This is an optimization exercise on Yosys and OpenROAD, whose aim is a short achievable clock period, not a production implementation. Only simulation tests tie the RTL to the original design; equivalence was not proved. In every run shown here, the design's own scripts or RTL, not TritonCTS, make the clock network. The clock port is modelled as an ideal driver, which makes a skipped or thinned clock tree look cheaper than it is; a real chip needs a root buffer or a tree. No activity file was given, so power comes from the tool's default toggle rates.

## flow/design.v (module list and top-level ports; edited modules follow where they fit)
// module fft_4: 2115 lines
// module f4c_c2_000: 3 lines
// module f4c_c2_101: 3 lines
// module f4c_c2_111: 3 lines
// module f4c_g_0001: 3 lines
// module f4c_g_0001_c: 3 lines
// module f4c_g_0101: 3 lines
// module f4c_g_1010: 3 lines
// module f4c_g_1110: 3 lines
// module f4c_inv: 3 lines
// module f4c_maj_011: 3 lines
// module f4c_maj_101: 3 lines
// module f4c_maj_110: 3 lines
// module f4c_maj_111: 3 lines
// module f4c_nand_00: 3 lines
// module f4c_nand_01: 3 lines
// module f4c_nand_10: 3 lines
// module f4c_nand_10_c: 3 lines
// module f4c_nand_11: 3 lines
// module f4c_nor_00: 3 lines
// module f4c_nor_01: 3 lines
// module f4c_nor_10: 3 lines
// module f4c_nor_11: 3 lines
// module f4c_p_001: 3 lines
// module f4c_p_110: 3 lines
// module f4c_pp_01001: 3 lines
// module f4c_pp_01011: 3 lines
// module f4c_pp_11100: 3 lines
// module f4c_pp_11101: 3 lines
// module f4c_pp_11110: 3 lines
// module f4c_pp_11111: 3 lines
// module f4c_xor: 3 lines
// module f4c_xor_c: 3 lines
module fft_4(
        input               clk,
        input               rst_n,
        input wire signed [15:0]  x0_real,
        input wire signed [15:0]  x0_imag,
        input wire signed [15:0]  x1_real,
        input wire signed [15:0]  x1_imag,
        input wire signed [15:0]  x2_real,
        input wire signed [15:0]  x2_imag,
        input wire signed [15:0]  x3_real,
        input wire signed [15:0]  x3_imag,
        output reg signed [15:0]  X0_real,
        output reg signed [15:0]  X0_imag,
        output reg signed [15:0]  X1_real,
        output reg signed [15:0]  X1_imag,
        output reg signed [15:0]  X2_real,
        output reg signed [15:0]  X2_imag,
        output reg signed [15:0]  X3_real,
        output reg signed [15:0]  X3_imag
    );
  // ...
==> flow/flow/run.sh <==
#!/bin/bash
# Own layout flow: the standard flow, except that output flip-flops are
# placed next to their output buffers and the clock tree is a hand-built
# two-level inverter tree (flow/clock_tree.tcl) instead of TritonCTS's.
# Ports are buffered with buf_4 (which timing repair may resize) rather
# than the delay cell buffer_ports picks by default.
set -euo pipefail
here=$PWD
export MY_CLK_LEAVES=${MY_CLK_LEAVES:-0}
export MY_CLK_PER_LEAF=${MY_CLK_PER_LEAF:-44}
export MY_CLK_TOP=${MY_CLK_TOP:-4}
export MY_CLK_TOP_CELL=${MY_CLK_TOP_CELL:-sky130_fd_sc_hd__clkinv_16}
export MY_CLK_LEAF_CELL=${MY_CLK_LEAF_CELL:-sky130_fd_sc_hd__clkinv_16}
export MY_CLK_LEAF_UP=${MY_CLK_LEAF_UP-sky130_fd_sc_hd__clkinv_16}
bash standard.sh synth > log_synth.txt 2>&1
bash standard.sh PRE_DETAIL_PLACE_TCL=$here/flow/pre_dp.tcl "BUFFER_PORTS_ARGS=-buffer_cell sky130_fd_sc_hd__buf_4" place > log_place.txt 2>&1
# a copy of the ORFS scripts whose cts.tcl builds our own tree
rm -rf myscripts; cp -r $FLOW_HOME/scripts myscripts
sed -i "s#log_cmd clock_tree_synthesis {\*}\$cts_args#source $here/flow/clock_tree.tcl#" myscripts/cts.tcl
grep -q "flow/clock_tree.tcl" myscripts/cts.tcl
sed -n 's/^make -C \(.*\) "\${@:-finish}"$/\1/p' standard.sh > make_args.txt
eval "make -C $(cat make_args.txt) SCRIPTS_DIR=$here/myscripts do-4_1_cts do-4_cts" > log_cts.txt 2>&1
bash standard.sh > log_finish.txt 2>&1
==> flow/flow/clock_tree.tcl <==
# Two-level clock tree in place of clock_tree_synthesis. The clock port
# drives NTOP top cells, each of which drives its share of K leaf cells;
# each leaf drives a cluster of flip-flops. With inverters at both levels
# the flip-flops see the clock in its own polarity. Clusters are made by
# k-means with equal cluster sizes, so every flip-flop sees the same tree.
set K $::env(MY_CLK_LEAVES)
set NTOP $::env(MY_CLK_TOP)
set block [ord::get_db_block]
set db [ord::get_db]
set top_master [$db findMaster $::env(MY_CLK_TOP_CELL)]
set leaf_master [$db findMaster $::env(MY_CLK_LEAF_CELL)]
set clk_net [[$block findBTerm clk] getNet]

# balanced k-means: returns {assign cxs cys}
proc bal_kmeans {xs ys K} {
  set n [llength $xs]
  set cap [expr {($n + $K - 1) / $K}]
  set order [lsort -real -indices $xs]
  set cxs {}; set cys {}
  # initial centres: a grid over the bounding box
  set xmin [::tcl::mathfunc::min {*}$xs]; set xmax [::tcl::mathfunc::max {*}$xs]
  set ymin [::tcl::mathfunc::min {*}$ys]; set ymax [::tcl::mathfunc::max {*}$ys]
  set gx [expr {int(ceil(sqrt($K)))}]
  set gy [expr {int(ceil(double($K) / $gx))}]
  for {set k 0} {$k < $K} {incr k} {
    set ix [expr {$k % $gx}]; set iy [expr {$k / $gx}]
    lappend cxs [expr {$xmin + ($ix + 0.5) * ($xmax - $xmin) / $gx}]
    lappend cys [expr {$ymin + ($iy + 0.5) * ($ymax - $ymin) / $gy}]
  }
  set assign [lrepeat $n 0]
  for {set iter 0} {$iter < 30} {incr iter} {
    # order points by how much they lose if not given their nearest centre
    set keyed {}
    for {set i 0} {$i < $n} {incr i} {
      set x [lindex $xs $i]; set y [lindex $ys $i]
      set ds {}
      for {set k 0} {$k < $K} {incr k} {
        lappend ds [expr {abs($x - [lindex $cxs $k]) + abs($y - [lindex $cys $k])}]
      }
      set s [lsort -real $ds]
      lappend keyed [list $i [expr {[lindex $s end] - [lindex $s 0]}] $ds]
    }
    set used [lrepeat $K 0]
    foreach e [lsort -real -decreasing -index 1 $keyed] {
      lassign $e i regret ds
      set best -1; set bd 1e30
      for {set k 0} {$k < $K} {incr k} {
        if {[lindex $used $k] >= $cap} { continue }
        if {[lindex $ds $k] < $bd} { set bd [lindex $ds $k]; set best $k }
      }
      lset assign $i $best
      lset used $best [expr {[lindex $used $best] + 1}]
    }
    set sx [lrepeat $K 0.0]; set sy [lrepeat $K 0.0]; set sc [lrepeat $K 0]
    for {set i 0} {$i < $n} {incr i} {
      set k [lindex $assign $i]
      lset sx $k [expr {[lindex $sx $k] + [lindex $xs $i]}]
      lset sy $k [expr {[lindex $sy $k] + [lindex $ys $i]}]
      lset sc $k [expr {[lindex $sc $k] + 1}]
    }
    for {set k 0} {$k < $K} {incr k} {
      if {[lindex $sc $k] > 0} {
        lset cxs $k [expr {[lindex $sx $k] / [lindex $sc $k]}]
        lset cys $k [expr {[lindex $sy $k] / [lindex $sc $k]}]
      }
    }
  }
  puts "clock_tree: cluster sizes $sc"
  return [list $assign $cxs $cys]
}

proc add_buf {master name x y in_net out_name} {
  global block
  set b [odb::dbInst_create $block $master $name]
  $b setLocation [expr {int($x)}] [expr {int($y)}]
  $b setPlacementStatus PLACED
  set net [odb::dbNet_create $block $out_name]
  $net setSigType CLOCK
  foreach it [$b getITerms] {
    set mt [$it getMTerm]
    if {[$mt getName] eq "A"} { $it connect $in_net }
    if {[$mt getName] eq "X" || [$mt getName] eq "Y"} { $it connect $net }
  }
  return $net
}

set sinks {}
foreach it [$clk_net getITerms] { lappend sinks $it }
set n [llength $sinks]
if {$K <= 0} { set K [expr {($n + $::env(MY_CLK_PER_LEAF) - 1) / $::env(MY_CLK_PER_LEAF)}] }
puts "clock_tree: $n sinks, $K leaves, $NTOP top cells"
set xs {}; set ys {}
foreach it $sinks {
  set bb [[$it getInst] getBBox]
  lappend xs [expr {([$bb xMin] + [$bb xMax]) / 2.0}]
  lappend ys [expr {([$bb yMin] + [$bb yMax]) / 2.0}]
}
lassign [bal_kmeans $xs $ys $K] assign cxs cys
lassign [bal_kmeans $cxs $cys $NTOP] tassign tcxs tcys

foreach it $sinks { $it disconnect }
set top_nets {}
for {set t 0} {$t < $NTOP} {incr t} {
  lappend top_nets [add_buf $top_master clktop_$t [lindex $tcxs $t] [lindex $tcys $t] $clk_net clknet_top_$t]
}
set leaf_nets {}
for {set k 0} {$k < $K} {incr k} {
  lappend leaf_nets [add_buf $leaf_master clkleaf_$k [lindex $cxs $k] [lindex $cys $k] \
    [lindex $top_nets [lindex $tassign $k]] clknet_leaf_$k]
}
for {set i 0} {$i < $n} {incr i} {
  [lindex $sinks $i] connect [lindex $leaf_nets [lindex $assign $i]]
}
$clk_net setSigType CLOCK
set_propagated_clock [all_clocks]

# Size the leaves: the latest leaves get the stronger cell as long as the
# latest clock arrival at any flip-flop keeps dropping.
if {$::env(MY_CLK_LEAF_UP) ne ""} {
  source $::env(PLATFORM_DIR)/setRC.tcl
  set up_master [$db findMaster $::env(MY_CLK_LEAF_UP)]
  proc leaf_arrivals {K} {
    set res {}
    for {set k 0} {$k < $K} {incr k} {
      lappend res [get_property [get_pins clkleaf_$k/Y] arrival_max_rise]
    }
    return $res
  }
  estimate_parasitics -placement
  set arr [leaf_arrivals $K]
  set best [::tcl::mathfunc::max {*}$arr]
  puts "clock_tree: leaf arrivals [format %.3f [::tcl::mathfunc::min {*}$arr]] .. [format %.3f $best]"
  for {set iter 0} {$iter < 12} {incr iter} {
    set order [lsort -real -decreasing -indices $arr]
    set swapped {}
    foreach k [lrange $order 0 1] {
      set inst [$block findInst clkleaf_$k]
      if {[[$inst getMaster] getName] ne [$up_master getName]} {
        $inst swapMaster $up_master
        lappend swapped $k
      }
    }
    if {$swapped eq ""} { break }
    estimate_parasitics -placement
    set arr [leaf_arrivals $K]
    set worst [::tcl::mathfunc::max {*}$arr]
    puts "clock_tree: upsized leaves $swapped, latest arrival [format %.3f $worst]"
    if {$worst >= $best - 0.001} {
      foreach k $swapped { [$block findInst clkleaf_$k] swapMaster $leaf_master }
      estimate_parasitics -placement
      set arr [leaf_arrivals $K]
      break
    }
    set best $worst
  }
}
==> flow/flow/pre_dp.tcl <==
# Before detailed placement: put each output port's flip-flop right next to
# the port's output buffer, so the flop's Q drives a short wire.
set block [ord::get_db_block]
set moved 0
foreach bterm [$block getBTerms] {
  if { [$bterm getIoType] ne "OUTPUT" } { continue }
  set net [$bterm getNet]
  if { $net eq "NULL" } { continue }
  set buf ""
  foreach it [$net getITerms] {
    if { [$it isOutputSignal] } { set buf [$it getInst] }
  }
  if { $buf eq "" } { continue }
  set ff ""
  foreach it [$buf getITerms] {
    if { [$it isInputSignal] } {
      set n2 [$it getNet]
      foreach it2 [$n2 getITerms] {
        if { [$it2 isOutputSignal] } { set ff [$it2 getInst] }
      }
    }
  }
  if { $ff eq "" } { continue }
  if { ![string match "*DFF*" [[$ff getMaster] getName]] && ![string match "*df*" [[$ff getMaster] getName]] } { continue }
  # the buffer goes right inside the core edge next to its pin
  set core [$block getCoreArea]
  set pb [$bterm getBBox]
  set px [expr {([$pb xMin] + [$pb xMax]) / 2}]
  set py [expr {([$pb yMin] + [$pb yMax]) / 2}]
  set bx [expr {max([$core xMin] + 1000, min([$core xMax] - 3000, $px))}]
  set by [expr {max([$core yMin] + 1000, min([$core yMax] - 3000, $py))}]
  $buf setLocation $bx $by
  # the flip-flop just inside the buffer
  set cx [expr {([$core xMin] + [$core xMax]) / 2}]
  set cy [expr {([$core yMin] + [$core yMax]) / 2}]
  set dx [expr {$cx - $bx}]
  set dy [expr {$cy - $by}]
  set d [expr {sqrt($dx*$dx + $dy*$dy)}]
  if { $d < 1 } { set d 1 }
  set step 5000
  set nx [expr {int($bx + $dx / $d * $step)}]
  set ny [expr {int($by + $dy / $d * $step)}]
  $ff setLocation $nx $ny
  incr moved
}
puts "pre_dp: moved $moved output flops next to their buffers"
==> flow/standard.sh <==
#!/bin/bash
# synth_recipe.tcl (not shown) runs the flow's synth.tcl, then flattens the netlist and writes it again
# the make line also repeats each setting of config.mk as NAME=value (left out here)
make -C /OpenROAD-flow-scripts/flow DESIGN_CONFIG=/design/flow/config.mk WORK_HOME=/design/flow/orfs CLKGATE_MAP_FILE= SYNTH_SCRIPT=/design/flow/synth_recipe.tcl "${@:-finish}"
==> flow/config.mk <==
export PLATFORM = sky130hd
export DESIGN_NAME = fft_4
export DESIGN_NICKNAME = fft_4
export VERILOG_FILES = /design/flow/design.v
export SDC_FILE = /design/flow/constraint.sdc
export NUM_CORES = 4
export LEC_CHECK = 0
export CAP_MARGIN = 20
export CORE_MARGIN = 2
export CORE_UTILIZATION = 40
export SETUP_SLACK_MARGIN = 2.2
export SLEW_MARGIN = 20
export SYNTH_HIERARCHICAL = 1
==> flow/constraint.sdc <==
create_clock -name core_clock -period 3.5 [get_ports {clk}]
set_input_delay 0.7000 -clock core_clock [delete_from_list [all_inputs] [get_ports {clk}]]
set_output_delay 0.7000 -clock core_clock [all_outputs]
set_load 0.01 [all_outputs]
==> summary.txt, run 1 <==
Synthesis
  • Count of flip-flops with a built-in enable after synthesis: 0
  • Compound-Gate Fraction of Synth Area: 10.9%
  • Top post-synthesis cells by area: sky130_fd_sc_hd__dfrtp_1 (54%), sky130_fd_sc_hd__xor2_1 (14%), sky130_fd_sc_hd__inv_1 (4.4%), sky130_fd_sc_hd__a21oi_2 (4.3%), sky130_fd_sc_hd__maj3_2 (4.2%)
  • Most instantiated library cell after synthesis: sky130_fd_sc_hd__dfrtp_1
  • Count of state elements after synthesis: roughly 680
  • Fraction of registers with async set or reset after synthesis: 100%
  • Adder and majority gate portion of the synthesized area: 4.23%
  • Synthesized net count: 2862
  • Post-synthesis instance total: roughly 2.7k

Worst hold path
  • Min-delay worst type: in2async

Detailed routing
  • Detailed Route Iter0 Violations: about 1.2k
  • Routed vias: 19.6k
  • Number of antenna-violating nets in the routed design: 0
  • DRC violation count after routing: 0

Cells and area
  • Area used by sequential logic in the layout: 17200 um2
  • Post-route insts no fill: approximately 4.1k
  • Count of multi-input combinational gates: roughly 1.7k
  • Most used cells in the layout excluding fill and tap cells: sky130_fd_sc_hd__dfrtp_1 (631), sky130_fd_sc_hd__xor2_1 (396), sky130_fd_sc_hd__inv_1 (366)

Setup path
  • Capture point of the worst reg-to-reg path: X2_real[15]
  • Worst setup EP type: output port
  • CP required: between 2000 and 3000 ps
  • Destination of the critical timing path: X1_real[13]
  • Source of the critical timing path: X1_real[13]
  • Slowest CP cell: sky130_fd_sc_hd__dfrtp_1
  • Worst path cell trace: buf_6

Global routing
  • Met3 Resource Use GR: under 10%
  • Antenna violations before repair: 21

Timing
  • Number of setup violations in the final report: 0
  • Minimum hold slack: approximately 330 ps
  • Relative slew slack: 56.0%
  • Setup TNS Final: 0 ps

CTS
  • Count of hold-fix buffers inserted at cts: 0
  • Clock-pin slew on the worst setup and hold paths: roughly 100 ps

Floorplan
  • Floorplan die height: 287 um

Place
  • Placed Area: about 35000 um2
  • Number of cells in the design after placement: roughly 4.1k

Outcome
  • Result of the run: timing/DRC/antenna clean

Power and ir drop
  • Switching power summed over all nets: 10.9 mW
  • Net switching fraction of the power: 40.4%
==> inputs of run 2 (changes only) <==
==> flow/flow/pre_dp.tcl (replaced) <==
# Before detailed placement: put each output port's flip-flop next to its
# pin and the port's output buffer right beside it, so the flop's Q drives a
# short wire.
set block [ord::get_db_block]
set moved 0
foreach bterm [$block getBTerms] {
  if { [$bterm getIoType] ne "OUTPUT" } { continue }
  set net [$bterm getNet]
  if { $net eq "NULL" } { continue }
  set buf ""
  foreach it [$net getITerms] {
    if { [$it isOutputSignal] } { set buf [$it getInst] }
  }
  if { $buf eq "" } { continue }
  set ff ""
  foreach it [$buf getITerms] {
    if { [$it isInputSignal] } {
      set n2 [$it getNet]
      foreach it2 [$n2 getITerms] {
        if { [$it2 isOutputSignal] } { set ff [$it2 getInst] }
      }
    }
  }
  if { $ff eq "" } { continue }
  if { ![string match "*DFF*" [[$ff getMaster] getName]] && ![string match "*df*" [[$ff getMaster] getName]] } { continue }
  # the flip-flop goes right inside the core edge next to its pin, and
  # the buffer right beside the flip-flop, so Q drives almost no wire
  set core [$block getCoreArea]
  set pb [$bterm getBBox]
  set px [expr {([$pb xMin] + [$pb xMax]) / 2}]
  set py [expr {([$pb yMin] + [$pb yMax]) / 2}]
  set fw [[$ff getMaster] getWidth]
  set bw [[$buf getMaster] getWidth]
  set fx [expr {max([$core xMin] + 2000, min([$core xMax] - $fw - $bw - 2000, $px - $fw / 2))}]
  set fy [expr {max([$core yMin] + 2000, min([$core yMax] - 5000, $py))}]
  $ff setLocation $fx $fy
  $buf setLocation [expr {$fx + $fw}] $fy
  incr moved
}
puts "pre_dp: moved $moved output flops next to their buffers"
--- a/flow/config.mk
+++ b/flow/config.mk
@@ -9,3 +9,4 @@
 export CORE_MARGIN = 2
-export CORE_UTILIZATION = 40
+export CORE_UTILIZATION = 55
+export PLACE_DENSITY = 0.65
 export SETUP_SLACK_MARGIN = 2.2
==> summary.txt, run 2 <==
Synthesis
  • Fraction of registers with async set or reset after synthesis: 100% (unchanged)
  • Area of the mapped netlist: 32000 um2 (unchanged)
  • Syn. warnings: 7 (unchanged)
  • Top post-synthesis cells by area: sky130_fd_sc_hd__dfrtp_1 (54%), sky130_fd_sc_hd__xor2_1 (14%), sky130_fd_sc_hd__inv_1 (4.4%), sky130_fd_sc_hd__a21oi_2 (4.3%), sky130_fd_sc_hd__maj3_2 (4.2%) (unchanged)
  • Xor and xnor area share after synthesis: 16.8% (unchanged)
  • Simple-gate share of the synthesized area: 5.71% (unchanged)
  • Synthesized net count: 2862 (unchanged)
  • Count of flip-flops with a built-in enable after synthesis: 0 (unchanged)
  • Post-Syn Area per Cell: 11.7 um2 (unchanged)
  • Library cell with the largest summed area after synthesis: sky130_fd_sc_hd__dfrtp_1 (unchanged)
  • Post-synthesis instance total: 2732 (unchanged)
  • Adder and majority gate portion of the synthesized area: 4.23% (unchanged)
  • Combinational family with the most area after synthesis: XOR/XNOR gates (unchanged)
  • Multiplexer fraction of the synthesized cell area: 4.38% (unchanged)
  • Most instantiated library cell after synthesis: sky130_fd_sc_hd__dfrtp_1 (unchanged)
  • Count of state elements after synthesis: 684 (unchanged)
  • Dominant synthesized flop cell: sky130_fd_sc_hd__dfrtp_1 (unchanged)
  • Post-synthesis sequential area ratio: 53.6% (unchanged)
  • Compound-Gate Fraction of Synth Area: 10.9% (unchanged)
  • Commonest cells in the netlist: sky130_fd_sc_hd__dfrtp_1 (684), sky130_fd_sc_hd__xor2_1 (514), sky130_fd_sc_hd__inv_1 (374) (unchanged)
  • Share of the synthesized area in the top cell type: 53.6% (unchanged)
  • Number of distinct library cell variants in the gate-level netlist after synthesis: 20 (unchanged)

Cells and area
  • Synthesis-to-layout area growth: 19.3% (was 21.9%)
  • Most common library cell in the layout ignoring fill and taps: sky130_fd_sc_hd__dfrtp_1 (unchanged)
  • Total number of nets in the final design: 3193 (was 3195)
  • Ratio of cells with drive above 1 in the final layout: 32.9% (was 34.1%)
  • Fill cells: 4309 (was 6893)
  • Most used cells in the layout excluding fill and tap cells: sky130_fd_sc_hd__dfrtp_1 (640), sky130_fd_sc_hd__xor2_1 (410), sky130_fd_sc_hd__inv_1 (370) (was sky130_fd_sc_hd__dfrtp_1 (631), sky130_fd_sc_hd__xor2_1 (396), sky130_fd_sc_hd__inv_1 (366))
  • Post-route insts no fill: 3828 (was 4118)

Worst hold path
  • Min-delay worst type: reg2reg (was in2async)

Detailed routing
  • Number of antenna-violating nets in the routed design: 0 (unchanged)
  • Routed vias: 19.6k (about the same)
  • Final wirelength: 79.3 mm (was 84.6 mm)
  • Detailed Route Iter0 Violations: 1024 (was 1211)
  • DRC violation count after routing: 0 (unchanged)
  • Via density per instance: 5.12 (was 4.76)
  • Number of detailed-route iterations in the first pass: 5 (unchanged)
  • Routed wirelength normalized by instance count: 20.7 um (was 20.6 um)

Timing
  • Hold Violations, Final: 0 (unchanged)
  • Number of setup violations in the final report: 0 (unchanged)
  • Minimum hold slack: 345 ps (was 326 ps)
  • Transition time at the pin with the least slew margin: 532 ps (was 660 ps)
  • RSZ-0062 raised after global routing: true (unchanged)
  • Final worst path period share: 42.2% (was 42.5%)
  • Final period demand of the worst path: 1480 ps (was 1490 ps)
  • Peak clock frequency supported by timing: 677 MHz (was 672 MHz)
  • Relative slew slack: 64.5% (was 56.0%)
  • Final max-slew violation count: 0 (unchanged)
  • Max Clock Skew: 22.8 ps (was 22.0 ps)
  • Setup TNS Final: 0 ps (unchanged)

Floorplan
  • Total I/O pin count: 258 (unchanged)
  • Die Width: 245 um (was 287 um)
  • Floorplan die height: 245 um (was 287 um)
  • Area of the die: 60100 um2 (was 82200 um2)
  • Starting utilization of the core area: 55.5% (was 40.5%)
  • Floorplan core area: 57600 um2 (was 79000 um2)
  • Number of rows created at floorplan: 88 (was 103)

Power and ir drop
  • Power density relative to cell area: 695 nW/um2 (was 696 nW/um2)
  • Peak supply drop: 537 uV (was 379 uV)
  • Flop pwr share: 47.7% (was 46.8%)
  • Internal power: 16.0 mW (was 16.2 mW)
  • Reported leakage power: 17.4 nW (was 17.5 nW)
  • Net switching fraction of the power: 39.8% (was 40.4%)
  • Switching power summed over all nets: 10.5 mW (was 10.9 mW)
  • Relative contribution of combinational cells to total power: 40.7% (was 41.7%)
  • Clock share of power: 11.6% (about the same)

Global routing
  • Maximum number of pins on one net before global-route repair: 81 (was 82)
  • Vias in the first global route: 20.0k (about the same)
  • Global-route usage over all layers: 26.5% (was 20.5%)
  • Antenna violations before repair: 7 (was 21)
  • Wire length of the first global-routing pass: 120 mm (was 125 mm)
  • Total grt overflow: 0 (unchanged)

Setup path
  • Worst setup EP type: output port (unchanged)
  • CP required: 2800 ps (about the same)
  • Worst path cell trace: buf_6 (unchanged)
  • Crit-path max cell delay: 410 ps (about the same)
  • Arrival time reported for the critical path endpoint: 780 ps (was 790 ps)
  • Category of the most critical setup path: reg2out (unchanged)
  • Launching element type of the critical path: flip-flop (unchanged)
  • Top cell family by delay on the critical path: flip-flops (unchanged)
  • WP buf/inv: 1 (unchanged)
  • Maximum fanout along the worst path: 1 (unchanged)
  • Slowest CP cell: sky130_fd_sc_hd__dfrtp_1 (unchanged)

Place
  • Detail Placement HPWL: 64.0 mm (was 67.8 mm)
  • Port bufs: 257 (unchanged)
  • Number of cells in the design after placement: 3774 (was 4055)
  • Final GP Congestion: 0.906 (was 0.909)

Flow run
  • Max-Cap Viols: 0 (unchanged)

Outcome
  • Result of the run: timing/DRC/antenna clean (unchanged)

CTS
  • Clock latency at the later pin of the worst-skew pair: 250 ps (about the same)
  • Clock-pin slew on the worst setup and hold paths: 100 ps (about the same)
==> run 2: cell count changes in the layout (fill, tap and decap cells not counted), sizes merged <==
cell and delta:
buf -3, clkbuf +1, diode -3
==> run 2: final cells by class <==
cell class | count | area (um2) | area share, %
well taps | 765 | 957 | 2.51
repair buffers | 309 | 2980 | 7.81
inverters | 394 | 2000 | 5.25
flip-flops and latches | 684 | 17200 | 45.0
diodes | 2 | 5.00 | 0.0131
multi-input cells | 1674 | 15000 | 39.4
==> run 2: logic make-up (layout without fill, tap and decap cells) <==
group                    after synthesis  in the layout
flip-flops                           684            684
XOR/XNOR                             614            614
AO/OA/AOI/OAI                        454            454
AND/OR/NAND/NOR                      374            374
buffers and inverters                374            703
adder cells (fa/ha/maj)              120            120
multiplexers                         112            112
other                                  0              2
==> run 2: timing repair <==
item | 4_1_cts | 5_1_grt
setup endpoints to repair | 414 | 380
pin swaps | 16 | 38
gates resized for setup | 238 | 174
gates cloned | 0 | 1
hold buffers | 0 | 0
setup buffers | 11 | 20
==> run 2: through the flow <==
stage / area, um2 / utilization, % / power [mW] / worst slack [ps]
CTS: 36900 / 64.1 / 26.2 / 2020
floorplan: 32000 / - / 18.1 / 2220
detailed placement: 35100 / 61.0 / 22.1 / 1740
global route: 38100 / 66.2 / 28.1 / 1990
finish: 38100 / 66.2 / 26.5 / 2020
global placement: 35100 / 61.0 / 21.9 / 1770
==> run 2: power by group through the flow <==
| stage | sequential, mW | clock (mW) | combinational (mW) |
|---|---|---|---|
| final | 12.6 | 3.08 | 10.8 |
| after global placement | 12.4 | 0 | 9.53 |
| after CTS | 12.5 | 3.19 | 10.5 |
| after detailed placement | 12.4 | 0 | 9.73 |
| after global routing | 12.9 | 3.49 | 11.7 |
| after floorplan | 12.3 | 0 | 5.82 |
==> run 2: modules after synthesis (local to each module, per instance), excerpt <==
module,times used,cells
f4c_nand_11,80,1
f4c_pp_01001,2,3
f4c_nand_10,6,1
f4c_p_001,78,1
f4c_maj_011,30,2
f4c_pp_11111,48,1
==> run 2: layer usage <==
metal | track usage (%) | wire (um)
met5 | 0 | 69
met4 | 3.71 | 1320
met3 | 2.27 | 3000
met2 | 44.9 | 38700
met1 | 38.4 | 36200
==> run 2: path summary, 6_finish.rpt <==
kind                              start                              to  slack, ps  depth (start not counted)
min in group asynchronous         rst_n                      X3_real[2]        370                          1
setup / recovery            X1_real[13]                     X1_real[13]       2020                          1
hold / removal             X0_imag_x[0]                      X0_imag[0]        350                          0
max in group asynchronous         rst_n  s1_x0_imag_x1_imag_x2_real[13]       2280                          3
hold reg to reg            X0_imag_x[0]                      X0_imag[0]        350                          0
setup reg to reg           X1_imag_p[6]                     X1_imag[13]       2170                          5
==> inputs of run 3 (changes only) <==
--- a/flow/flow/clock_tree.tcl
+++ b/flow/flow/clock_tree.tcl
@@ -156 +156,28 @@
 }
+
+# Each output buffer right beside its flip-flop's Q pin (the flip-flops stay
+# where placement put them); the detailed placement that follows legalizes.
+foreach bterm [$block getBTerms] {
+  if { [$bterm getIoType] ne "OUTPUT" } { continue }
+  set net [$bterm getNet]
+  set buf ""
+  foreach it [$net getITerms] { if { [$it isOutputSignal] } { set buf [$it getInst] } }
+  if { $buf eq "" } { continue }
+  set q ""
+  foreach it [$buf getITerms] {
+    if { [$it isInputSignal] } {
+      foreach it2 [[$it getNet] getITerms] { if { [$it2 isOutputSignal] } { set q $it2 } }
+    }
+  }
+  if { $q eq "" } { continue }
+  set ff [$q getInst]
+  set fb [$ff getBBox]
+  set qb [$q getBBox]
+  set bw [[$buf getMaster] getWidth]
+  if { [$qb xMin] + [$qb xMax] > [$fb xMin] + [$fb xMax] } {
+    $buf setLocation [$fb xMax] [$fb yMin]
+  } else {
+    $buf setLocation [expr {[$fb xMin] - $bw}] [$fb yMin]
+  }
+  $buf setOrient [$ff getOrient]
+}
==> summary.txt, run 3 <==
Setup path
  • Setup slack, reg-to-reg: 2180 ps (was 2170 ps)
  • WP buf/inv: 1 (unchanged)
  • Worst path cell trace: buf_6 (unchanged)
  • Slowest CP cell: sky130_fd_sc_hd__dfrtp_1 (unchanged)
  • Crit-path max cell delay: 400 ps (was 410 ps)
  • Arrival time reported for the critical path endpoint: 770 ps (was 780 ps)
  • Maximum fanout along the worst path: 1 (unchanged)
  • Category of the most critical setup path: reg2out (unchanged)
  • Top cell family by delay on the critical path: flip-flops (unchanged)
  • Launching element type of the critical path: flip-flop (unchanged)
  • CP required: 2800 ps (about the same)
  • Worst setup EP type: output port (unchanged)

Global routing
  • Wire length of the first global-routing pass: 120 mm (about the same)
  • Global-route usage over all layers: 26.6% (was 26.5%)
  • Antenna violations before repair: 7 (unchanged)
  • Vias in the first global route: 20.0k (about the same)
  • Maximum number of pins on one net before global-route repair: 81 (unchanged)
  • Total grt overflow: 0 (unchanged)

CTS
  • Clock-pin slew on the worst setup and hold paths: 100 ps (about the same)
  • Count of hold-fix buffers inserted at cts: 0 (unchanged)
  • Clock latency at the later pin of the worst-skew pair: 250 ps (about the same)

Timing
  • Final period demand of the worst path: 1470 ps (was 1480 ps)
  • Setup TNS Final: 0 ps (unchanged)
  • Final max-slew violation count: 0 (unchanged)
  • Transition time at the pin with the least slew margin: 536 ps (was 532 ps)
  • Final worst path period share: 42.1% (was 42.2%)
  • Peak clock frequency supported by timing: 679 MHz (was 677 MHz)
  • Hold Violations, Final: 0 (unchanged)
  • RSZ-0062 raised after global routing: true (unchanged)
  • Relative slew slack: 64.2% (was 64.5%)
  • Number of setup violations in the final report: 0 (unchanged)
  • Worst Slack Setup Final: 2030 ps (was 2020 ps)
  • Max Clock Skew: 24.5 ps (was 22.8 ps)

Synthesis
  • Post-Syn Area per Cell: 11.7 um2 (unchanged)
  • Count of flip-flops with a built-in enable after synthesis: 0 (unchanged)
  • Number of distinct library cell variants in the gate-level netlist after synthesis: 20 (unchanged)
  • Share of the synthesized area in the top cell type: 53.6% (unchanged)
  • Top post-synthesis cells by area: sky130_fd_sc_hd__dfrtp_1 (54%), sky130_fd_sc_hd__xor2_1 (14%), sky130_fd_sc_hd__inv_1 (4.4%), sky130_fd_sc_hd__a21oi_2 (4.3%), sky130_fd_sc_hd__maj3_2 (4.2%) (unchanged)
  • Area of the mapped netlist: 32000 um2 (unchanged)
  • Post-synthesis instance total: 2732 (unchanged)
  • Synthesized net count: 2862 (unchanged)
  • Fraction of registers with async set or reset after synthesis: 100% (unchanged)
  • Count of state elements after synthesis: 684 (unchanged)
  • Syn. warnings: 7 (unchanged)
  • Post-synthesis sequential area ratio: 53.6% (unchanged)
  • Commonest cells in the netlist: sky130_fd_sc_hd__dfrtp_1 (684), sky130_fd_sc_hd__xor2_1 (514), sky130_fd_sc_hd__inv_1 (374) (unchanged)
  • Library cell with the largest summed area after synthesis: sky130_fd_sc_hd__dfrtp_1 (unchanged)
  • Dominant synthesized flop cell: sky130_fd_sc_hd__dfrtp_1 (unchanged)
  • Most instantiated library cell after synthesis: sky130_fd_sc_hd__dfrtp_1 (unchanged)

Power and ir drop
  • Internal power: 16.0 mW (about the same)
  • Flop pwr share: 47.6% (was 47.7%)
  • Peak supply drop: 582 uV (was 537 uV)
  • Switching power summed over all nets: 10.6 mW (was 10.5 mW)
  • Power density relative to cell area: 696 nW/um2 (was 695 nW/um2)
  • Clock share of power: 11.6% (about the same)
  • Power Total: 26.5 mW (about the same)
  • Net switching fraction of the power: 39.8% (about the same)
  • Relative contribution of combinational cells to total power: 40.8% (was 40.7%)
  • Reported leakage power: 17.4 nW (about the same)

Detailed routing
  • Number of detailed-route iterations in the first pass: 5 (unchanged)
  • Detailed Route Iter0 Violations: 1024 (unchanged)
  • Via density per instance: 5.10 (was 5.12)
  • Number of antenna-violating nets in the routed design: 0 (unchanged)
  • Routed wirelength normalized by instance count: 20.8 um (was 20.7 um)
  • DRC violation count after routing: 0 (unchanged)
  • Routed vias: 19.5k (was 19.6k)
  • Final wirelength: 79.6 mm (was 79.3 mm)

Place
  • Detail Placement HPWL: 64.0 mm (unchanged)
  • Final GP Congestion: 0.906 (unchanged)
  • Port bufs: 257 (unchanged)
  • DP Worst Slack: 1740 ps (unchanged)

Cells and area
  • Total number of nets in the final design: 3191 (was 3193)
  • Ratio of cells with drive above 1 in the final layout: 32.9% (about the same)
  • Fill cells: 4319 (was 4309)
  • Synthesis-to-layout area growth: 19.3% (about the same)
  • Utilization after layout: 66.2% (about the same)
  • Most used cells in the layout excluding fill and tap cells: sky130_fd_sc_hd__dfrtp_1 (638), sky130_fd_sc_hd__xor2_1 (410), sky130_fd_sc_hd__inv_1 (371) (was sky130_fd_sc_hd__dfrtp_1 (640), sky130_fd_sc_hd__xor2_1 (410), sky130_fd_sc_hd__inv_1 (370))
  • Most common library cell in the layout ignoring fill and taps: sky130_fd_sc_hd__dfrtp_1 (unchanged)

Floorplan
  • Die Width: 245 um (unchanged)
  • Starting utilization of the core area: 55.5% (unchanged)
  • Number of rows created at floorplan: 88 (unchanged)
  • Floorplan die height: 245 um (unchanged)
  • Total I/O pin count: 258 (unchanged)
  • Area of the die: 60100 um2 (unchanged)
  • Floorplan core area: 57600 um2 (unchanged)

Outcome
  • Result of the run: timing/DRC/antenna clean (unchanged)

Flow run
  • Max-Cap Viols: 0 (unchanged)

Worst hold path
  • Min-delay worst type: reg2reg (unchanged)
[run 3: cell types whose count changed in the layout (fill, tap and decap cells not counted)]
cell and change:
sky130_fd_sc_hd__buf_4 -2, sky130_fd_sc_hd__dfrtp_1 -2, sky130_fd_sc_hd__dfrtp_2 +2, sky130_fd_sc_hd__inv_1 +1, sky130_fd_sc_hd__inv_2 -1, sky130_fd_sc_hd__xor2_2 +1, sky130_fd_sc_hd__xor2_4 -1
[run 3: layer usage]
layer  global-route usage [%]  share of wire, %  up-vias
li1                         -                 -     9273
met5                        0             0.087        -
met2                     45.2                49      328
met1                     38.2                46     9841
met3                     2.69               3.7       76
met4                     3.69               1.7       10
[run 3: power by group through the flow]
stage               clock network (mW)  logic, mW  registers, mW
global route                      3.48       11.7           12.9
CTS                               3.18       10.5           12.5
finish                            3.07       10.8           12.6
global placement                     0       9.53           12.4
detailed placement                   0       9.73           12.4
floorplan                            0       5.82           12.3
[run 3: final timing paths]
check / end / from / cells past startpoint
max: X0_imag[9] / X0_imag[9] / 1
min: X0_imag[0] / X0_imag_x[0] / 0
max reg2reg: X1_imag[13] / X1_imag_p[6] / 5
min reg2reg: X0_imag[0] / X0_imag_x[0] / 0
max in group asynchronous: u_X1_imag[13] / rst_n / 3
min in group asynchronous: X3_real[2] / rst_n / 1
[run 3: final cells by class]
cell class	instances	area, um2	share of cell area, %
repair buffers	307	2960	7.77
diodes	2	5.00	0.0131
flip-flops and latches	684	17200	45.1
well taps	765	957	2.51
inverters	394	2000	5.26
multi-input cells	1674	15000	39.4
[run 3: cell families (layout without fill, tap and decap cells)]
logic type | Yosys count | after routing | synth area share (%)
flops | 684 | 684 | 53.6
xor+xnor | 614 | 614 | 16.8
compound gates | 454 | 454 | 10.9
simple gates | 374 | 374 | 5.71
buf+inv | 374 | 701 | 4.39
fa+ha+maj | 120 | 120 | 4.23
mux | 112 | 112 | 4.38
other cells | 0 | 2 | 0
[run 3: per-module statistics from Yosys, one instance, submodules excluded, a selection]
module        times used  flops+latches  cell area (um2)
f4c_c2_101            28              0             15.0
f4c_g_1110            36              0             8.76
f4c_maj_101           30              0             15.0
f4c_nand_11           80              0             3.75
f4c_nor_11            80              0             3.75
f4c_p_001             78              0             3.75
f4c_pp_11101           4              0             16.3
f4c_pp_11111          48              0             6.26
f4c_xor              514              0             8.76
fft_4                  1            684            17100
[run 3: repair_timing]
item,CTS,global route
gates cloned,0,1
buffers inserted,11,18
endpoints found under the hold margin,0,0
pin swaps,16,35
gates resized for setup,237,175
endpoints found under the setup margin,416,379
[run 3: metrics by stage]
stage / cell area [um2] / hold WS [ps] / cells
detailed placement: 35100 / 337 / 3774
global route: 38100 / 356 / 3826
global placement: 35100 / 337 / 3774
CTS: 36900 / 348 / 3805
finish: 38100 / 346 / 3826
floorplan: 32000 / 331 / 2732
==> inputs of run 4 (changes only) <==
--- a/flow/flow/clock_tree.tcl
+++ b/flow/flow/clock_tree.tcl
@@ -156,28 +156 @@
 }
-
-# Each output buffer right beside its flip-flop's Q pin (the flip-flops stay
-# where placement put them); the detailed placement that follows legalizes.
-foreach bterm [$block getBTerms] {
-  if { [$bterm getIoType] ne "OUTPUT" } { continue }
-  set net [$bterm getNet]
-  set buf ""
-  foreach it [$net getITerms] { if { [$it isOutputSignal] } { set buf [$it getInst] } }
-  if { $buf eq "" } { continue }
-  set q ""
-  foreach it [$buf getITerms] {
-    if { [$it isInputSignal] } {
-      foreach it2 [[$it getNet] getITerms] { if { [$it2 isOutputSignal] } { set q $it2 } }
-    }
-  }
-  if { $q eq "" } { continue }
-  set ff [$q getInst]
-  set fb [$ff getBBox]
-  set qb [$q getBBox]
-  set bw [[$buf getMaster] getWidth]
-  if { [$qb xMin] + [$qb xMax] > [$fb xMin] + [$fb xMax] } {
-    $buf setLocation [$fb xMax] [$fb yMin]
-  } else {
-    $buf setLocation [expr {[$fb xMin] - $bw}] [$fb yMin]
-  }
-  $buf setOrient [$ff getOrient]
-}
--- a/flow/flow/pre_dp.tcl
+++ b/flow/flow/pre_dp.tcl
@@ -1,4 +1,4 @@
-# Before detailed placement: put each output port's flip-flop next to its
-# pin and the port's output buffer right beside it, so the flop's Q drives a
-# short wire.
+# Before detailed placement: put each output port's buffer at the core edge
+# next to its pin and the port's flip-flop right beside it, so the flop's Q
+# drives a short wire.
 set block [ord::get_db_block]
@@ -25,4 +25,4 @@
   if { ![string match "*DFF*" [[$ff getMaster] getName]] && ![string match "*df*" [[$ff getMaster] getName]] } { continue }
-  # the flip-flop goes right inside the core edge next to its pin, and
-  # the buffer right beside the flip-flop, so Q drives almost no wire
+  # the buffer goes at the core edge next to its pin, and the flip-flop
+  # right inward of the buffer, so Q drives almost no wire
   set core [$block getCoreArea]
@@ -33,6 +33,23 @@
   set bw [[$buf getMaster] getWidth]
-  set fx [expr {max([$core xMin] + 2000, min([$core xMax] - $fw - $bw - 2000, $px - $fw / 2))}]
-  set fy [expr {max([$core yMin] + 2000, min([$core yMax] - 5000, $py))}]
-  $ff setLocation $fx $fy
-  $buf setLocation [expr {$fx + $fw}] $fy
+  set rh [[$buf getMaster] getHeight]
+  set dl [expr {abs($px - [$core xMin])}]
+  set dr [expr {abs($px - [$core xMax])}]
+  set db [expr {abs($py - [$core yMin])}]
+  set dt [expr {abs($py - [$core yMax])}]
+  set m [::tcl::mathfunc::min $dl $dr $db $dt]
+  set cx [expr {max([$core xMin], min([$core xMax] - $fw, $px - $fw / 2))}]
+  set cy [expr {max([$core yMin], min([$core yMax] - $rh, $py - $rh / 2))}]
+  if {$m == $db} {
+    $buf setLocation $cx [$core yMin]
+    $ff setLocation $cx [expr {[$core yMin] + $rh}]
+  } elseif {$m == $dt} {
+    $buf setLocation $cx [expr {[$core yMax] - $rh}]
+    $ff setLocation $cx [expr {[$core yMax] - 2 * $rh}]
+  } elseif {$m == $dl} {
+    $buf setLocation [$core xMin] $cy
+    $ff setLocation [expr {[$core xMin] + $bw}] $cy
+  } else {
+    $buf setLocation [expr {[$core xMax] - $bw}] $cy
+    $ff setLocation [expr {[$core xMax] - $bw - $fw}] $cy
+  }
   incr moved
==> summary.txt, run 4 <==
Outcome
  • Result of the run: timing/DRC/antenna clean (unchanged)

Global routing
  • Met3 Resource Use GR: 2.49% (was 2.69%)
  • Global-route usage over all layers: 26.8% (was 26.6%)
  • Wire length of the first global-routing pass: 121 mm (was 120 mm)
  • Vias in the first global route: 20.1k (was 20.0k)
  • Total grt overflow: 0 (unchanged)
  • Global-route track usage on met1: 38.6% (was 38.2%)
  • Met2 layer usage reported by global route: 45.6% (was 45.2%)
  • Busiest grt layer: met2 (unchanged)
  • Antenna violations before repair: 9 (was 7)
  • Maximum number of pins on one net before global-route repair: 81 (unchanged)

Setup path
  • Arrival time reported for the critical path endpoint: 790 ps (was 770 ps)
  • Launching element type of the critical path: flip-flop (unchanged)
  • Worst path cell trace: buf_6 (unchanged)
  • Reg-to-reg critical path startpoint: s1_x0_imag_x1_imag_x2_real[14] (was X1_imag_p[6])
  • Maximum fanout along the worst path: 1 (unchanged)
  • Source of the critical timing path: X1_real[0] (was X0_imag[9])
  • Worst setup EP type: output port (unchanged)
  • Depth of the worst register-to-register path: 2 (was 5)
  • Slowest CP cell: sky130_fd_sc_hd__dfrtp_1 (unchanged)
  • WP buf/inv: 1 (unchanged)
  • Depth of the critical timing path with buffers and inverters included: 1 (unchanged)
  • Top cell family by delay on the critical path: flip-flops (unchanged)
  • CP required: 2800 ps (about the same)
  • Crit-path max cell delay: 410 ps (was 400 ps)
  • Category of the most critical setup path: reg2out (unchanged)

Timing
  • Final worst path period share: 42.5% (was 42.1%)
  • Minimum hold slack: 319 ps (was 346 ps)
  • Final period demand of the worst path: 1490 ps (was 1470 ps)
  • Final max-slew violation count: 0 (unchanged)
  • Relative slew slack: 62.8% (was 64.2%)
  • Peak clock frequency supported by timing: 673 MHz (was 679 MHz)
  • Setup TNS Final: 0 ps (unchanged)
  • RSZ-0062 raised after global routing: true (unchanged)
  • Max Clock Skew: 20.7 ps (was 24.5 ps)
  • Transition time at the pin with the least slew margin: 557 ps (was 536 ps)
  • Number of setup violations in the final report: 0 (unchanged)
  • Hold Violations, Final: 0 (unchanged)

Detailed routing
  • Routed wirelength normalized by instance count: 20.9 um (was 20.8 um)
  • Final wirelength: 79.8 mm (was 79.6 mm)
  • DRC violation count after routing: 0 (unchanged)
  • Via density per instance: 5.11 (was 5.10)
  • Number of detailed-route iterations in the first pass: 4 (was 5)
  • Number of antenna-violating nets in the routed design: 0 (unchanged)
  • Routed vias: 19.6k (was 19.5k)
  • Detailed Route Iter0 Violations: 1014 (was 1024)

Place
  • Port bufs: 257 (unchanged)
  • Detail Placement HPWL: 63.6 mm (was 64.0 mm)
  • Final GP Congestion: 0.906 (unchanged)

CTS
  • Clock latency at the later pin of the worst-skew pair: 250 ps (about the same)
  • Clock-pin slew on the worst setup and hold paths: 100 ps (about the same)
  • Count of hold-fix buffers inserted at cts: 0 (unchanged)

Synthesis
  • Area of the mapped netlist: 32000 um2 (unchanged)
  • Post-synthesis sequential area ratio: 53.6% (unchanged)
  • Commonest cells in the netlist: sky130_fd_sc_hd__dfrtp_1 (684), sky130_fd_sc_hd__xor2_1 (514), sky130_fd_sc_hd__inv_1 (374) (unchanged)
  • Share of the synthesized area in the top cell type: 53.6% (unchanged)
  • Post-Syn Area per Cell: 11.7 um2 (unchanged)
  • Fraction of registers with async set or reset after synthesis: 100% (unchanged)
  • Combinational family with the most area after synthesis: XOR/XNOR gates (unchanged)
  • Compound-Gate Fraction of Synth Area: 10.9% (unchanged)
  • Simple-gate share of the synthesized area: 5.71% (unchanged)
  • Synthesized net count: 2862 (unchanged)
  • Xor and xnor area share after synthesis: 16.8% (unchanged)
  • Dominant synthesized flop cell: sky130_fd_sc_hd__dfrtp_1 (unchanged)
  • Syn. warnings: 7 (unchanged)
  • Count of state elements after synthesis: 684 (unchanged)
  • Number of distinct library cell variants in the gate-level netlist after synthesis: 20 (unchanged)
  • Library cell with the largest summed area after synthesis: sky130_fd_sc_hd__dfrtp_1 (unchanged)
  • Most instantiated library cell after synthesis: sky130_fd_sc_hd__dfrtp_1 (unchanged)
  • Count of flip-flops with a built-in enable after synthesis: 0 (unchanged)
  • Top post-synthesis cells by area: sky130_fd_sc_hd__dfrtp_1 (54%), sky130_fd_sc_hd__xor2_1 (14%), sky130_fd_sc_hd__inv_1 (4.4%), sky130_fd_sc_hd__a21oi_2 (4.3%), sky130_fd_sc_hd__maj3_2 (4.2%) (unchanged)
  • Post-synthesis instance total: 2732 (unchanged)
  • Multiplexer fraction of the synthesized cell area: 4.38% (unchanged)
  • Adder and majority gate portion of the synthesized area: 4.23% (unchanged)

Cells and area
  • Total number of nets in the final design: 3191 (unchanged)
  • Ratio of cells with drive above 1 in the final layout: 33.2% (was 32.9%)
  • Most used cells in the layout excluding fill and tap cells: sky130_fd_sc_hd__dfrtp_1 (635), sky130_fd_sc_hd__xor2_1 (407), sky130_fd_sc_hd__inv_1 (369) (was sky130_fd_sc_hd__dfrtp_1 (638), sky130_fd_sc_hd__xor2_1 (410), sky130_fd_sc_hd__inv_1 (371))
  • Most common library cell in the layout ignoring fill and taps: sky130_fd_sc_hd__dfrtp_1 (unchanged)
  • Fill cells: 4342 (was 4319)
  • Synthesis-to-layout area growth: 19.5% (was 19.3%)

Power and ir drop
  • Power density relative to cell area: 695 nW/um2 (was 696 nW/um2)
  • Power Total: 26.5 mW (about the same)
  • Peak supply drop: 469 uV (was 582 uV)
  • Reported leakage power: 17.4 nW (about the same)

Floorplan
  • Floorplan core area: 57600 um2 (unchanged)
  • Area of the die: 60100 um2 (unchanged)
  • Starting utilization of the core area: 55.5% (unchanged)
  • Floorplan die height: 245 um (unchanged)
  • Die Width: 245 um (unchanged)
  • Number of rows created at floorplan: 88 (unchanged)
  • Total I/O pin count: 258 (unchanged)

Worst hold path
  • Min-delay worst type: in2async (was reg2reg)

Flow run
  • Max-Cap Viols: 0 (unchanged)
==> run 4: area by class of cell <==
cell class | instances | area [um2] | area share, %
repair buffers | 307 | 2970 | 7.77
diodes | 1 | 2.50 | 0.00655
inverters | 394 | 2000 | 5.25
flip-flops and latches | 684 | 17200 | 45.0
multi-input cells | 1674 | 15100 | 39.5
well taps | 765 | 957 | 2.51
==> run 4: path summary, 6_finish.rpt <==
kind,end,slack [ps]
setup reg to reg,X3_imag_p[12],2180
min in group core_clock,X0_imag[0],360
setup / recovery,X1_real[0],2010
hold reg to reg,X0_imag[0],360
hold / removal,X3_real[0],320
max in group asynchronous,X2_real_g[0],2240
==> run 4: kinds of logic (layout without fill, tap and decap cells) <==
group           after synthesis  after routing
flops                       684            684
compound gates              454            454
buf+inv                     374            701
simple gates                374            374
other cells                   0              1
mux                         112            112
xor+xnor                    614            614
fa+ha+maj                   120            120
==> run 4: metrics by stage <==
stage / instances / worst slack [ps] / instance area (um2) / util, %
finish: 3825 / 2010 / 38200 / 66.3
global route: 3825 / 1990 / 38200 / 66.3
CTS: 3804 / 2020 / 36900 / 64.1
detailed placement: 3774 / 1730 / 35100 / 61.0
global placement: 3774 / 1770 / 35100 / 61.0
floorplan: 2732 / 2220 / 32000 / -
==> run 4: layer usage <==
| layer | share of wire, % | up-vias | wire length [um] |
|---|---|---|---|
| li1 | - | 9272 | - |
| met1 | 45 | 9892 | 36300 |
| met2 | 49 | 311 | 39500 |
| met3 | 3.5 | 73 | 2810 |
| met4 | 1.4 | 16 | 1150 |
| met5 | 0.13 | - | 102 |
==> run 4: what timing repair did <==
action	CTS	global route
setup buffers	10	19
resized for setup	231	197
gates cloned	0	1
setup endpoints to repair	407	383
pin swaps	14	30
==> run 4: per-module statistics from Yosys (local to each module, per instance), excerpt <==
module,area [um2],cells
f4c_nand_01,6.26,1
f4c_nand_10,6.26,1
f4c_nor_01,13.8,1
f4c_pp_11101,16.3,2
f4c_nor_00,6.26,1
f4c_c2_101,15.0,1
f4c_nor_10,13.8,1
==> run 4: report_power, final <==
part | internal (mW) | switching [mW] | total, mW
clock | 0.458 | 2.60 | 3.06
combinational | 5.05 | 5.73 | 10.8
sequential | 10.5 | 2.22 | 12.7
total | 16.0 | 10.6 | 26.5

-- re-timing with driven ports --
No port has a modelled driver above. Below, the same layouts with a new extraction and two added sets of constraints.
Step 1 assumes that a clkbuf_16 drives the clock port and a buf_2 every other input.
Step 2 times the ports against the registers' clock, not the clock port: input delays grow and output delays shrink by t, the midpoint of the rising clock arrivals with the driver on.
Slacks: ideal / step 1 / step 2; pairs: ideal / step 1.
run	t (ns)	setup slack, ns	worst hold slack (ns)
run 1	0.510	2.012 / 1.743 / 1.910	0.326 / 0.146 / 0.358
run 2	0.492	2.023 / 1.765 / 1.897	0.345 / 0.201 / 0.346
run 3	0.492	2.027 / 1.767 / 1.880	0.346 / 0.189 / 0.346
run 4	0.495	2.014 / 1.753 / 1.879	0.319 / 0.147 / 0.365
After both steps setup and hold are still met in every run listed. For run 3, which loses most, drivers alone change the setup slack by -0.260 ns; drivers and shift together by -0.147 ns.
